Source: an optimization exercise on an open RTL-to-GDS flow (aim: small area, a short achievable clock period and few clock cycles per item). Production flows keep margins and buffers that such runs may drop.
Power and IR drop assume default switching activity.

build 12:
Design ALU_top, start of the top module:
module ALU_top(
    input soc_clk,
    input reset,
    input [31:0] ALU_dat1,
    input [31:0] ALU_dat2,
    input [5:0] Instruction_from_CU,
    output ALU_overflow,
    output ALU_con_met,
    output ALU_zero,
    output ALU_err,
    output ALU_ready,
    output [31:0] ALU_out,
    output ALU_accept
);
    reg busy;
    always @(posedge soc_clk) begin
        if (reset) busy <= 1'b0;
        else       busy <= ~busy;
    end
    assign ALU_accept = ~busy;
    assign ALU_ready  = busy;
    assign ALU_err    = 1'b0;
    wire [31:0] a = ALU_dat1;
    wire [31:0] b = ALU_dat2;
    wire [5:0]  c = Instruction_from_CU;
    wire is_beq  = (c == 6'd4);
    wire is_bne  = (c == 6'd5);
    wire is_blt  = (c == 6'd6);
    wire is_bge  = (c == 6'd7);
    wire is_bltu = (c == 6'd8);
    wire is_bgeu = (c == 6'd9);
    wire is_add  = (c == 6'd18) | (c == 6'd27);
    wire is_sub  = (c == 6'd28);
    wire is_sll  = (c == 6'd24) | (c == 6'd29);
    wire is_srl  = (c == 6'd25) | (c == 6'd33);
    wire is_sra  = (c == 6'd26) | (c == 6'd34);
    wire is_slt  = (c == 6'd19) | (c == 6'd30);
    wire is_sltu = (c == 6'd20) | (c == 6'd31);
    wire is_xor  = (c == 6'd21) | (c == 6'd32);
    wire is_or   = (c == 6'd22) | (c == 6'd35);
    wire is_and  = (c == 6'd23) | (c == 6'd36);
    wire do_sub = ~c[5] & (~c[4] | (c[3] & c[2]) | (~c[3] & ~c[2] & c[1] & c[0]) |
                           (~c[3] & c[2] & ~c[1] & ~c[0]));
    wire [31:0] bx = b ^ {32{do_sub}};
    wire [31:0] p  = a ^ bx;
    wire [31:0] g  = a & bx;
    wire [31:0] G0 = {g[31:1], g[0] | (p[0] & do_sub)};
    wire [31:0] P0 = p;
    wire [31:0] G1, P1;
    assign G1[0] = G0[0];
    assign P1[0] = P0[0];
    assign G1[1] = G0[1] | (P0[1] & G0[0]);
    assign P1[1] = P0[1] & P0[0];
    assign G1[2] = G0[2];
    assign P1[2] = P0[2];
    assign G1[3] = G0[3] | (P0[3] & G0[2]);
    assign P1[3] = P0[3] & P0[2];
    assign G1[4] = G0[4];
    assign P1[4] = P0[4];
    assign G1[5] = G0[5] | (P0[5] & G0[4]);
    assign P1[5] = P0[5] & P0[4];
  ...
export LEC_CHECK = 0
export ABC_AREA = 1
export CAP_MARGIN = 20
export CORE_MARGIN = 2
export CORE_UTILIZATION = 60
export SLEW_MARGIN = 20
create_clock -name core_clock -period 14.0 [get_ports {soc_clk}]
standard.sh (not shown) runs the stock make flow with config.mk's settings and CLKGATE_MAP_FILE= SYNTH_SCRIPT=/design/flow/synth_recipe.tcl, a recipe that flattens the netlist after the stock synthesis.
==> flow/flow/run.sh <==
#!/bin/bash
# Standard ORFS layout (the standard.sh), with plain buf_2 port buffers and a
# setup margin so that the repair steps size the logic for a shorter period.
set -euo pipefail
bash standard.sh "BUFFER_PORTS_ARGS=-buffer_cell sky130_fd_sc_hd__buf_2" SETUP_SLACK_MARGIN=8.0 finish > standard.log 2>&1
Build 12: all stages complete, timing, DRC and antenna checks passed
Inputs modified between build 12 and build 65:
==> flow/flow/run.sh <==
#!/bin/bash
# Standard ORFS layout (the standard.sh), with plain buf_2 port buffers, a
# setup margin so that the repair steps size the logic for a shorter period,
# and clock tree synthesis without dummy balancing loads.
set -euo pipefail
bash standard.sh "BUFFER_PORTS_ARGS=-buffer_cell sky130_fd_sc_hd__buf_2" SETUP_SLACK_MARGIN=8.0 \
  "CTS_ARGS=-sink_clustering_enable -repair_clock_nets -dont_use_dummy_load" finish > standard.log 2>&1
Notes after the runs:
On sequential fraction of design power: between build 12 and build 65, it ends up lower for build 12.
As far as synthesized-area fraction occupied by xor and xnor cells goes, build 12 and build 65 are indistinguishable; the numbers are identical.
Relative to build 12, build 65 degrades maximum clock rate.
| via count | build 65 vs build 12 | 96 lower |
Here is what was changed in the inputs of build 29 compared with build 65.
# build 65
export LEC_CHECK = 0
export ABC_AREA = 1
export CAP_MARGIN = 20
export CORE_MARGIN = 2
export CORE_UTILIZATION = 60
export SLEW_MARGIN = 20
create_clock -name core_clock -period 14.0 [get_ports {soc_clk}]
# build 29
export LEC_CHECK = 0
export ABC_AREA = 1
export CAP_MARGIN = 20
export CORE_MARGIN = 2
export CORE_UTILIZATION = 40
export SLEW_MARGIN = 20
create_clock -name core_clock -period 14.0 [get_ports {soc_clk}]
==> flow/flow/run.sh <==
#!/bin/bash
# Standard ORFS layout (the standard.sh), with plain buf_2 port buffers and a
# setup margin so that the repair steps size the logic for a shorter period.
set -euo pipefail
bash standard.sh "BUFFER_PORTS_ARGS=-buffer_cell sky130_fd_sc_hd__buf_2" SETUP_SLACK_MARGIN=8.0 finish > standard.log 2>&1
--- outcome ---
Taking build 65 as the reference point, the internal power summed over all cells of build 29 rises by 0.000057 W.
From build 65 to build 29 the numbers moved as follows: number of iterations in the first detailed-routing pass has decreased; layout overhead on the synthesized area now sits higher; first-iteration DRC count shrank by about 35%; wire length went up; fraction of the cycle the final worst path needs went up 0.37 points.
[inputs] build 41 vs build 29
# build 29
export LEC_CHECK = 0
export ABC_AREA = 1
export CAP_MARGIN = 20
export CORE_MARGIN = 2
export CORE_UTILIZATION = 40
export SLEW_MARGIN = 20
create_clock -name core_clock -period 14.0 [get_ports {soc_clk}]
# build 41
export LEC_CHECK = 0
export ABC_AREA = 1
export CAP_MARGIN = 20
export CORE_MARGIN = 2
export CORE_UTILIZATION = 60
export SLEW_MARGIN = 20
create_clock -name core_clock -period 14.0 [get_ports {soc_clk}]
==> flow/flow/run.sh <==
#!/bin/bash
# Standard ORFS layout (the standard.sh), with plain buf_2 port buffers, a
# setup margin so that the repair steps size the logic for a shorter period,
# and clock tree synthesis without dummy balancing loads.
set -euo pipefail
bash standard.sh "BUFFER_PORTS_ARGS=-buffer_cell sky130_fd_sc_hd__buf_2" SETUP_SLACK_MARGIN=8.15 \
  "CTS_ARGS=-sink_clustering_enable -repair_clock_nets -dont_use_dummy_load" finish > standard.log 2>&1
Results
Per-cell via count in the routed design in build 41 is 8.9% above build 29. Compared with build 29, build 41 shows global-route usage over all layers higher by 11 points. Est. power | build 41 vs build 29 | build 41 lower. Higher area share of buffers outside the clock network among build 29 and build 41: build 41. Between build 29 and build 41, the post-layout minimum cycle time is higher for build 29. Cells: build 41 has fewer instances than build 29. NOTE: maximum fanout along the worst path in build 41 falls short of that of build 29. Pre-CTS worst setup slack in build 41 is 0.048 ns above build 29. Build 41 vs build 29, clock power went down by about 50%. Setup WNS build 29 -> build 41: better.
No functional check of the RTL was part of any run of this note.

[static timing again, ports no longer ideal]
The results above use ideal ports. As a check the final layouts listed here were re-extracted and re-timed, cells and wires unchanged. Step 1 sets driving cells, clkbuf_16 on the clock port and buf_2 on the other inputs (assumed; they add their load-dependent delay and slew). Step 2 times the ports against the registers' clock, not the clock port: input delays grow and output delays shrink by t, the midpoint of the rising clock arrivals with the driver on. Three values: ideal, step 1, step 2; two values: the first two.
run	t, ns	setup WS [ns]	clock arrival spread, ns	slew at the worst register clock pin (ns)	worst slew at a driven data input, ns
build 12	0.329	8.299 / 8.314 / 7.985	0.007 / 0.007	0.09 / 0.09	0.05
build 65	0.327	8.274 / 8.294 / 7.967	0.015 / 0.014	0.08 / 0.08	0.05
build 29	0.323	8.223 / 8.243 / 7.920	0.006 / 0.006	0.06 / 0.06	0.05
build 41	0.327	8.330 / 8.354 / 8.027	0.014 / 0.014	0.08 / 0.08	0.05
After both steps every run listed still meets setup and hold. The setup slack of build 12, which loses most, moves by +0.015 ns with the drivers and by -0.314 ns with both steps.
